From an optimization exercise on the open Yosys and OpenROAD flow, aimed at small area; shortcuts taken in it are not production practice. Only simulation tests tie the RTL to the original design; equivalence was not proved. Power figures rest on the tool's default switching activity, not on a simulated workload.

==> module AbsEncoder, before the edit <==
module AbsEncoder(clk, clk_rd, rst_n, c80, data_in, cs0_n, cs1_n, busy0, convst, enc_rst,
						words, word_ok);
	input clk, rst_n, busy0;
	input clk_rd;
	input [6:0] c80;
	input [15:0] data_in;
	output convst, enc_rst, cs0_n, cs1_n;
	output [255:0] words;
	output [15:0] word_ok;
	reg enc_rst;
	reg [4:0] data_cnt;
	reg [2:0] cv;
	reg rd_start;
	reg busy0_r, clk_rd_r0, clk_rd_r1;
	reg abs_all;
	reg [255:0] words;
	wire outputflag = clk_rd_r0 & ~clk_rd_r1;
	wire busy0_neg = busy0_r & ~busy0;
	assign convst = (cv == 3'd0);
	assign cs0_n = ~(data_cnt[0] & ~data_cnt[4]);
	assign cs1_n = ~(data_cnt[0] & data_cnt[4]);
	always @(posedge clk or negedge rst_n)
	begin
		if (!rst_n) begin
			enc_rst <= 1'b1;
			busy0_r <= 1'b0;
			clk_rd_r0 <= 1'b0;
			clk_rd_r1 <= 1'b0;
			data_cnt <= 5'd0;
			rd_start <= 1'b0;
			cv <= 3'd0;
			abs_all <= 1'b0;
		end else begin
			if (c80 == 7'd7)
				enc_rst <= 1'b0;
			busy0_r <= busy0;
			clk_rd_r0 <= clk_rd;
			clk_rd_r1 <= clk_rd_r0;
			if (rd_start)
				data_cnt <= data_cnt + 5'd1;
			else
				data_cnt <= 5'd0;
			if (rd_start && data_cnt == 5'd31)
				rd_start <= 1'b0;
			else if (busy0_neg)
				rd_start <= 1'b1;
			if (data_cnt == 5'd31)
				abs_all <= 1'b1;
			if (cv == 3'd0) begin
				if (outputflag && !enc_rst)
					cv <= 3'd1;
			end else if (cv == 3'd5)
				cv <= 3'd0;
			else
				cv <= cv + 3'd1;
		end
	end
	genvar k;
	generate
		for (k = 0; k < 16; k = k + 1) begin : wd
			always @(posedge clk)
				if (data_cnt[0] && data_cnt[4:1] == k)
					words[16*k +: 16] <= data_in;
			assign word_ok[k] = abs_all | (data_cnt[4:1] > k);
		end
	endgenerate
endmodule
==> module ParaBus, before the edit <==
module ParaBus(clk, rst_n, DSP_Add, DSP_Data_in, DSP_Data_out, DSP_Data_oe, WR, RD, CS0, LED,
					IncEncoderRd, snaps, rot, inc_ok, words, word_ok);
input clk, rst_n;
input [7:0] DSP_Add;
input WR, RD, CS0;
input [15:0] DSP_Data_in;
input [111:0] snaps;
input rot;
input inc_ok;
input [255:0] words;
input [15:0] word_ok;
output [15:0] DSP_Data_out;
output DSP_Data_oe;
output [3:0] LED;
output IncEncoderRd;
reg [15:0] DSP_Data_reg;    
reg dvalid;
reg Control0;
reg [15:1] Control_hi;      
reg ctrl_ok;
reg [3:0] LED_reg;
reg WR_r, RD_r, oe_reg;
wire wr_en = WR & ~WR_r & ~CS0;
wire rd_en = ~RD & RD_r & ~CS0;
wire a_ctrl = (DSP_Add == 8'h00);
wire a_inc  = (DSP_Add[7:4] == 4'h1) && (DSP_Add[3:0] < 4'd7);
wire a_abs  = (DSP_Add[7:4] == 4'h2);
always @(posedge clk or negedge rst_n)
begin
	if (!rst_n) begin
		Control0 <= 1'b0;
		ctrl_ok <= 1'b0;
		LED_reg <= 4'h0;
	end else if (wr_en) begin
		if (DSP_Add == 8'h00) begin
			Control0 <= DSP_Data_in[0];
			ctrl_ok <= 1'b1;
		end
		if (DSP_Add == 8'h01)
			LED_reg <= DSP_Data_in[3:0];
	end
end
always @(posedge clk)
	if (wr_en && DSP_Add == 8'h00)
		Control_hi <= DSP_Data_in[15:1];
wire [17:0] sel;
wire [6:0] si;
genvar k, i;
generate
	for (k = 0; k < 16; k = k + 1) begin : sa
		assign sel[k] = rd_en & a_abs & (DSP_Add[3:0] == k) & word_ok[k];
	end
	for (k = 0; k < 7; k = k + 1) begin : sinc
		assign si[k] = rd_en & a_inc & (DSP_Add[2:0] == k) & inc_ok;
	end
endgenerate
assign sel[16] = rd_en & a_ctrl & ctrl_ok;
assign sel[17] = ~(rd_en & (a_ctrl | a_inc | a_abs)) & dvalid;
wire [15:0] ctrl = {Control_hi, Control0};
wire [15:0] m;       
wire [15:0] d;
generate
	for (i = 0; i < 16; i = i + 1) begin : rb
		wire [5:0] n;
		for (k = 0; k < 5; k = k + 1) begin : t
			rd_aoi222 u(.a1(sel[3*k]), .b1(words[16*(3*k) + i]),
			            .a2(sel[3*k+1]), .b2(words[16*(3*k+1) + i]),
			            .a3(sel[3*k+2]), .b3(words[16*(3*k+2) + i]), .y(n[k]));
		end
		rd_aoi222 u5(.a1(sel[15]), .b1(words[16*15 + i]), .a2(sel[16]), .b2(ctrl[i]),
		             .a3(sel[17]), .b3(DSP_Data_reg[i]), .y(n[5]));
		wire mn0, mn1, mn2;
		rd_aoi222 ui0(.a1(si[0]), .b1(snaps[16*0 + i]), .a2(si[1]), .b2(snaps[16*1 + i]),
		              .a3(si[2]), .b3(snaps[16*2 + i]), .y(mn0));
		rd_aoi222 ui1(.a1(si[3]), .b1(snaps[16*3 + i]), .a2(si[4]), .b2(snaps[16*4 + i]),
		              .a3(si[5]), .b3(snaps[16*5 + i]), .y(mn1));
		rd_nand2 ui2(.a(si[6]), .b(snaps[16*6 + i]), .y(mn2));
		rd_nand3 ui3(.a(mn0), .b(mn1), .c(mn2), .y(m[i]));
	end
	for (i = 0; i < 16; i = i + 1) begin : rf
		rd_fin uf(.n(rb[i].n), .ma(m[i]), .mb(m[(i + 8) % 16]), .rot(rot), .y(d[i]));
	end
endgenerate
always @(posedge clk)
	DSP_Data_reg <= d;
always @(posedge clk or negedge rst_n)
begin
	if (!rst_n)
		dvalid <= 1'b0;
	else
		dvalid <= 1'b1;
end
always @(posedge clk or negedge rst_n)
begin
	if (!rst_n) begin
		WR_r <= 1'b1;
		RD_r <= 1'b1;
		oe_reg <= 1'b0;
	end else begin
		WR_r <= WR;
		RD_r <= RD;
		oe_reg <= (CS0 == 1'b0 && RD == 1'b0);
	end
end
assign IncEncoderRd = Control0;
assign LED = LED_reg;
assign DSP_Data_out = DSP_Data_reg;
assign DSP_Data_oe = oe_reg;
endmodule
export LEC_CHECK = 0
export CAP_MARGIN = 20
export CORE_MARGIN = 2
export CORE_UTILIZATION = 60
export CTS_BUF_LIST = sky130_fd_sc_hd__clkbuf_16
export CTS_CLUSTER_DIAMETER = 100
export CTS_CLUSTER_SIZE = 30
export SLEW_MARGIN = 20
export SYNTH_HIERARCHICAL = 1
create_clock -name core_clock -period 5.0 [get_ports {clk_20M}]
standard.sh (not shown) runs the stock make flow with config.mk's settings and CLKGATE_MAP_FILE= SYNTH_SCRIPT=/design/flow/synth_recipe.tcl, a recipe that flattens the netlist after the stock synthesis.
==> flow/flow/run.sh <==
#!/bin/bash
set -euo pipefail
export BUFFER_PORTS_ARGS="-buffer_cell sky130_fd_sc_hd__buf_1"
bash standard.sh > standard_flow.log 2>&1
Change:
--- a/flow/design.v
+++ b/flow/design.v
@@ -192,9 +192,16 @@
 		end
 	end
+	wire [3:0] pa, pb;
 	genvar k;
 	generate
+		for (k = 0; k < 4; k = k + 1) begin : pd
+			assign pa[k] = data_cnt[0] & (data_cnt[2:1] == k);
+			assign pb[k] = (data_cnt[4:3] == k);
+		end
 		for (k = 0; k < 16; k = k + 1) begin : wd
+			wire en;
+			abs_and2 ue(.a(pa[k % 4]), .b(pb[k / 4]), .y(en));
 			always @(posedge clk)
-				if (data_cnt[0] && data_cnt[4:1] == k)
+				if (en)
 					words[16*k +: 16] <= data_in;
 			assign word_ok[k] = abs_all | (data_cnt[4:1] > k);
@@ -202,4 +209,7 @@
 	endgenerate
 endmodule
+module abs_and2(input a, b, output y);
+	assign y = a & b;
+endmodule
 module ParaBus(clk, rst_n, DSP_Add, DSP_Data_in, DSP_Data_out, DSP_Data_oe, WR, RD, CS0, LED,
 					IncEncoderRd, snaps, rot, inc_ok, words, word_ok);
@@ -251,9 +261,17 @@
 genvar k, i;
 generate
+	wire [3:0] lo, hi_abs;
+	wire [1:0] hi_inc;
+	for (k = 0; k < 4; k = k + 1) begin : pd
+		assign lo[k] = (DSP_Add[1:0] == k);
+		assign hi_abs[k] = rd_en & a_abs & (DSP_Add[3:2] == k);
+	end
+	assign hi_inc[0] = rd_en & a_inc & inc_ok & ~DSP_Add[2];
+	assign hi_inc[1] = rd_en & a_inc & inc_ok & DSP_Add[2];
 	for (k = 0; k < 16; k = k + 1) begin : sa
-		assign sel[k] = rd_en & a_abs & (DSP_Add[3:0] == k) & word_ok[k];
+		rd_and3 us(.a(hi_abs[k / 4]), .b(lo[k % 4]), .c(word_ok[k]), .y(sel[k]));
 	end
 	for (k = 0; k < 7; k = k + 1) begin : sinc
-		assign si[k] = rd_en & a_inc & (DSP_Add[2:0] == k) & inc_ok;
+		rd_and2 us(.a(hi_inc[k / 4]), .b(lo[k % 4]), .y(si[k]));
 	end
 endgenerate
@@ -323,4 +341,10 @@
 	assign y = ~(&n) | (rot ? mb : ma);
 endmodule
+module rd_and3(input a, b, c, output y);
+	assign y = a & b & c;
+endmodule
+module rd_and2(input a, b, output y);
+	assign y = a & b;
+endmodule
 module sample_dsp(
 	input         clk_20M,
Via count goes down by 1.2%. Die area barely changes. Setup slack loses 0.25 ns. Count of clock-buffer cells in the layout stays the same. Worst hold slack barely changes. Cell count goes down by 0.83%. Synthesized area stays flat. Critical path depth stays the same. Cell area goes down by 0.83%. Utilization goes down by 0.54 points. Total power goes down by 1.1%. Sequential power is about the same. Maximum frequency goes down by 7.5%. Global-route usage goes down by 1.4 points.

==> separate check: timing with driven ports <==
The results above use ideal ports. As a check the final layouts listed here were re-extracted and re-timed, cells and wires unchanged. Step 1 assumes that a clkbuf_16 drives the clock port and a buf_2 every other input. Step 2 moves the port delays by t, midway between the first and last clock arrival at a register: inputs arrive t later, outputs are due t later. That takes back most of the time a late clock gives input paths. Three values: ideal ports, drivers, drivers and shift; two values: the first two.
run	t, ns	setup WS [ns]	clock arrival spread, ns	worst register clock-pin slew, ns
the first run	0.616	1.856 / 1.878 / 1.267	0.017 / 0.018	0.12 / 0.12
the second run	0.617	1.602 / 1.634 / 1.017	0.015 / 0.016	0.12 / 0.12
After both steps every run listed still meets setup and hold. The setup slack of the first run, which loses most, moves by +0.022 ns with the drivers and by -0.589 ns with both steps.
